This is an optimization exercise on Yosys and OpenROAD, whose aim is small area and a short achievable clock period, not a production implementation. RTL that was checked went through simulation tests only; none was proved equivalent to the original.

==> run a: inputs <==
## mp_alu
module mp_alu(
    input sys_clk,
    input sys_rst,
    input issue,
    input[2:0] tag3,
    input[2:0] func3,
    input[6:0] flag7,
    input[3:0] shift,
    input[15:0] data_in1,
    input[15:0] data_in2,
    input fwd_en1,
    input fwd_en2,
    input[15:0] fwd_data1,
    input[15:0] fwd_data2,
    output wb,
    output wb32,
    output[31:0] wb_data
);
Settings: LEC_CHECK=0, ABC_AREA=1, CAP_MARGIN=20, CORE_MARGIN=2, CORE_UTILIZATION=65, SETUP_SLACK_MARGIN=1.5, SLEW_MARGIN=20, SYNTH_HIERARCHICAL=1; clock period 16.0 ns.
run.sh (not shown) runs the stock make flow with config.mk's settings and CLKGATE_MAP_FILE= SYNTH_SCRIPT=/design/flow/synth_recipe.tcl, a recipe that flattens the netlist after the stock synthesis.
==> inputs of run b, as changes to run a <==
==> flow/config.mk (replaced) <==
export PLATFORM = sky130hd
export DESIGN_NAME = mp_alu
export DESIGN_NICKNAME = mp_alu
export VERILOG_FILES = /design/flow/design.v
export SDC_FILE = /design/flow/constraint.sdc
export NUM_CORES = 4
export LEC_CHECK = 0
export ABC_AREA = 1
export CAP_MARGIN = 20
export CORE_MARGIN = 2
export CORE_UTILIZATION = 40
export SETUP_SLACK_MARGIN = 0
export SLEW_MARGIN = 20
export SYNTH_HIERARCHICAL = 1
==> inputs of run c, as changes to run a <==
--- a/flow/design.v
+++ b/flow/design.v
@@ -102,43 +102,32 @@
 wire[15:0] sh_m = left ? tk : (kind != 2'b11) ? tk_rev : 16'h0;
 wire[15:0] sh_f = left ? ({16{bm_pack}} & B) : {16{(kind == 2'b10) & X[15]}};
 wire[15:0] Sh   = (rot & ~sh_m) | (sh_f & sh_m);
 wire       sub  = ar_sub | ar_slt | ar_sltu | bm_cmp;
 wire       addb = ar_add | (u_sh & MODE[0]);
 wire[15:0] Bop  = sub ? ~B : addb ? B : 16'h0;
-wire[15:0] ShM  = u_mu ? 16'h0 : Sh;
-wire[15:0] Sum  = mp[15:0];    
+wire[16:0] Sum1 = {Sh, 1'b1} + {Bop, sub};
+wire[15:0] Sum  = Sum1[16:1];
 wire       sgn  = ar_slt | (bm_cmp & !S[0]);
 wire       lt   = (Sh[15] ^ B[15]) ? (sgn ? Sh[15] : B[15]) : Sum[15];
-reg[3:0] tt;
-always @(*)
-    case(MODE)
-    3'b000:   tt = 4'b1110;
-    3'b100:  tt = 4'b1000;
-    3'b010:  tt = 4'b0110;
-    3'b001:  tt = 4'b1101;
-    3'b101: tt = 4'b0100;
-    3'b011: tt = 4'b1001;
-    default:   tt = 4'b0000;
-    endcase
-reg[15:0] lg;
-always @(*)
-    for(t = 0; t < 16; t = t + 1)
-        lg[t] = A[t] ? (B[t] ? tt[3] : tt[2]) : (B[t] ? tt[1] : tt[0]);
+wire[15:0] Bx = MODE[0] ? ~B : B;
+wire[15:0] lg = MODE[2:1] == 2'b00 ? A | Bx :
+                MODE[2:1] == 2'b10 ? A & Bx :
+                MODE[2:1] == 2'b01 ? A ^ Bx : 16'h0;
 reg[4:0] clz;
 always @(*)
 begin
     clz = 5'd16;
     for(t = 0; t < 16; t = t + 1)
         if(A[t]) clz = 15 - t;
 end
 reg[15:0] rev;
 always @(*)
     for(t = 0; t < 16; t = t + 1) rev[t] = A[15 - t];
 wire[15:0] tbe = {{8{A[15:8] != B[15:8]}}, {8{A[7:0] != B[7:0]}}};
-wire[16:0] mx = u_mu ? {!MODE[1] & A[15], A} : 17'h0;
+wire[16:0] mx = {!MODE[1] & A[15], A};
 wire[16:0] my = {!MODE[0] & B[15], B};
 wire m_neg0 = mx[1] & ~(mx[0] & 1'b0);
 wire m_one0 = mx[0] ^ 1'b0;
 wire m_two0 = (mx[1] & ~mx[0] & ~1'b0) | (~mx[1] & mx[0] & 1'b0);
 wire m_neg1 = mx[3] & ~(mx[2] & mx[1]);
 wire m_one1 = mx[2] ^ mx[1];
@@ -613,20 +602,17 @@
 wire m_s287, m_c288;
 calc_fa m_s287_fa(.a(m_s227), .b(m_c174), .c(m_c226), .s(m_s287), .co(m_c288));
 wire m_s289, m_c290;
 calc_fa m_s289_fa(.a(m_s229), .b(m_c176), .c(m_c228), .s(m_s289), .co(m_c290));
 wire m_s291, m_c292;
 calc_fa m_s291_fa(.a(m_s231), .b(m_pp8_14), .c(m_c230), .s(m_s291), .co(m_c292));
-wire[31:0] m_ut = {m_s291, m_s289, m_s287, m_s285, m_s283, m_s281, m_s279, m_s277, m_s275, m_s273, m_s271, m_s269, m_s267, m_s265, m_s263, m_s261, m_s259, m_s257, m_s255, m_s253, m_s251, m_s249, m_s247, m_s245, m_s243, m_s241, m_s239, m_s237, m_s235, m_s233, m_pp0_1, m_pp0_0};
-wire[31:0] m_vt = {m_c290, m_c288, m_c286, m_c284, m_c282, m_c280, m_c278, m_c276, m_c274, m_c272, m_c270, m_c268, m_c266, m_c264, m_c262, m_c260, m_c258, m_c256, m_c254, m_c252, m_c250, m_c248, m_c246, m_c244, m_c242, m_c240, m_c238, m_c236, m_c234, m_neg1, 1'b0, m_neg0};
-wire[31:0] m_u = {m_ut[31:16], m_ut[15:0] | ShM};
-wire[31:0] m_v = {m_vt[31:16], m_vt[15:0] | Bop};
+wire[31:0] m_u = {m_s291, m_s289, m_s287, m_s285, m_s283, m_s281, m_s279, m_s277, m_s275, m_s273, m_s271, m_s269, m_s267, m_s265, m_s263, m_s261, m_s259, m_s257, m_s255, m_s253, m_s251, m_s249, m_s247, m_s245, m_s243, m_s241, m_s239, m_s237, m_s235, m_s233, m_pp0_1, m_pp0_0};
+wire[31:0] m_v = {m_c290, m_c288, m_c286, m_c284, m_c282, m_c280, m_c278, m_c276, m_c274, m_c272, m_c270, m_c268, m_c266, m_c264, m_c262, m_c260, m_c258, m_c256, m_c254, m_c252, m_c250, m_c248, m_c246, m_c244, m_c242, m_c240, m_c238, m_c236, m_c234, m_neg1, 1'b0, m_neg0};
 wire[31:0] m_g0 = m_u & m_v;
 wire[31:0] m_p0 = m_u ^ m_v;
-wire m_g0c = m_g0[0] | (m_p0[0] & sub);
-wire m_pg293_g = m_g0[1] | (m_p0[1] & m_g0c);
+wire m_pg293_g = m_g0[1] | (m_p0[1] & m_g0[0]);
 wire m_pg293_p = m_p0[1] & m_p0[0];
 wire m_pg294_g = m_g0[3] | (m_p0[3] & m_g0[2]);
 wire m_pg294_p = m_p0[3] & m_p0[2];
 wire m_pg295_g = m_g0[5] | (m_p0[5] & m_g0[4]);
 wire m_pg295_p = m_p0[5] & m_p0[4];
 wire m_pg296_g = m_g0[7] | (m_p0[7] & m_g0[6]);
@@ -781,14 +767,14 @@
 wire m_pg370_p = m_pg354_p & m_pg348_p;
 wire m_pg371_g = m_pg355_g | (m_pg355_p & m_pg348_g);
 wire m_pg371_p = m_pg355_p & m_pg348_p;
 wire m_pg372_g = m_pg356_g | (m_pg356_p & m_pg348_g);
 wire m_pg372_p = m_pg356_p & m_pg348_p;
 wire[31:0] mp;
-assign mp[0] = m_p0[0] ^ sub;
-assign mp[1] = m_p0[1] ^ m_g0c;
+assign mp[0] = m_p0[0];
+assign mp[1] = m_p0[1] ^ m_g0[0];
 assign mp[2] = m_p0[2] ^ m_pg293_g;
 assign mp[3] = m_p0[3] ^ m_pg309_g;
 assign mp[4] = m_p0[4] ^ m_pg310_g;
 assign mp[5] = m_p0[5] ^ m_pg325_g;
 assign mp[6] = m_p0[6] ^ m_pg326_g;
 assign mp[7] = m_p0[7] ^ m_pg327_g;
--- a/flow/config.mk
+++ b/flow/config.mk
@@ -5,10 +5,9 @@
 export SDC_FILE = /design/flow/constraint.sdc
 export NUM_CORES = 4
 export LEC_CHECK = 0
 export ABC_AREA = 1
 export CAP_MARGIN = 20
 export CORE_MARGIN = 2
-export CORE_UTILIZATION = 65
-export SETUP_SLACK_MARGIN = 1.5
+export CORE_UTILIZATION = 40
 export SLEW_MARGIN = 20
 export SYNTH_HIERARCHICAL = 1
==> summary.txt <==
	run b	run a	run c
Status	finished clean	finished clean	finished clean
Routed via count divided by cell count	6.01	6.88	5.82
Worst-case setup margin in the final layout	0.708 ns	1.67 ns	1.09 ns
Top Metal Used	met5	met5	met4
Ratio of cells with drive above 1 in the final layout	9.83%	11.4%	9.22%
Relative area change from synthesis to final layout	15.6%	15.8%	14.6%
Antenna violations before repair	1	2	0
Global-route wire length before repair	84100 um	83700 um	81200 um
Overall via count from detail_route	14500	15700	14400
Die height	184 um	145 um	189 um
Function not checked in run a and run b: the RTL went through the layout flow alone.

==> separate check: timing with driven ports <==
No port has a modelled driver above. Below, the same layouts with a new extraction and two added sets of constraints. Step 1, drivers: a clkbuf_16 drives sys_clk and a buf_2 each remaining input, both assumed. Step 2 adds t to the input delays and takes it off the output delays; t is the mean of the earliest and latest rising clock arrival at the registers after step 1. Input paths then give back, and output paths get back, about the clock's delay inside the block. Three values: ideal, step 1, step 2; two values: the first two.
run | shift t [ns] | slack for setup (ns) | hold WS [ns] | cell pins on the clock port's net
run a | 0.332 | 1.669 / 1.632 / 1.632 | 3.034 / 3.017 / 3.348 | 1
run b | 0.329 | 0.708 / 0.684 / 0.684 | 3.051 / 3.034 / 3.363 | 1
run c | 0.314 | 1.092 / 1.068 / 1.068 | 3.054 / 3.072 / 3.386 | 1
After both steps setup and hold are still met in every run listed. The setup slack of run a, which loses most, moves by -0.037 ns with the drivers and by -0.037 ns with both steps.
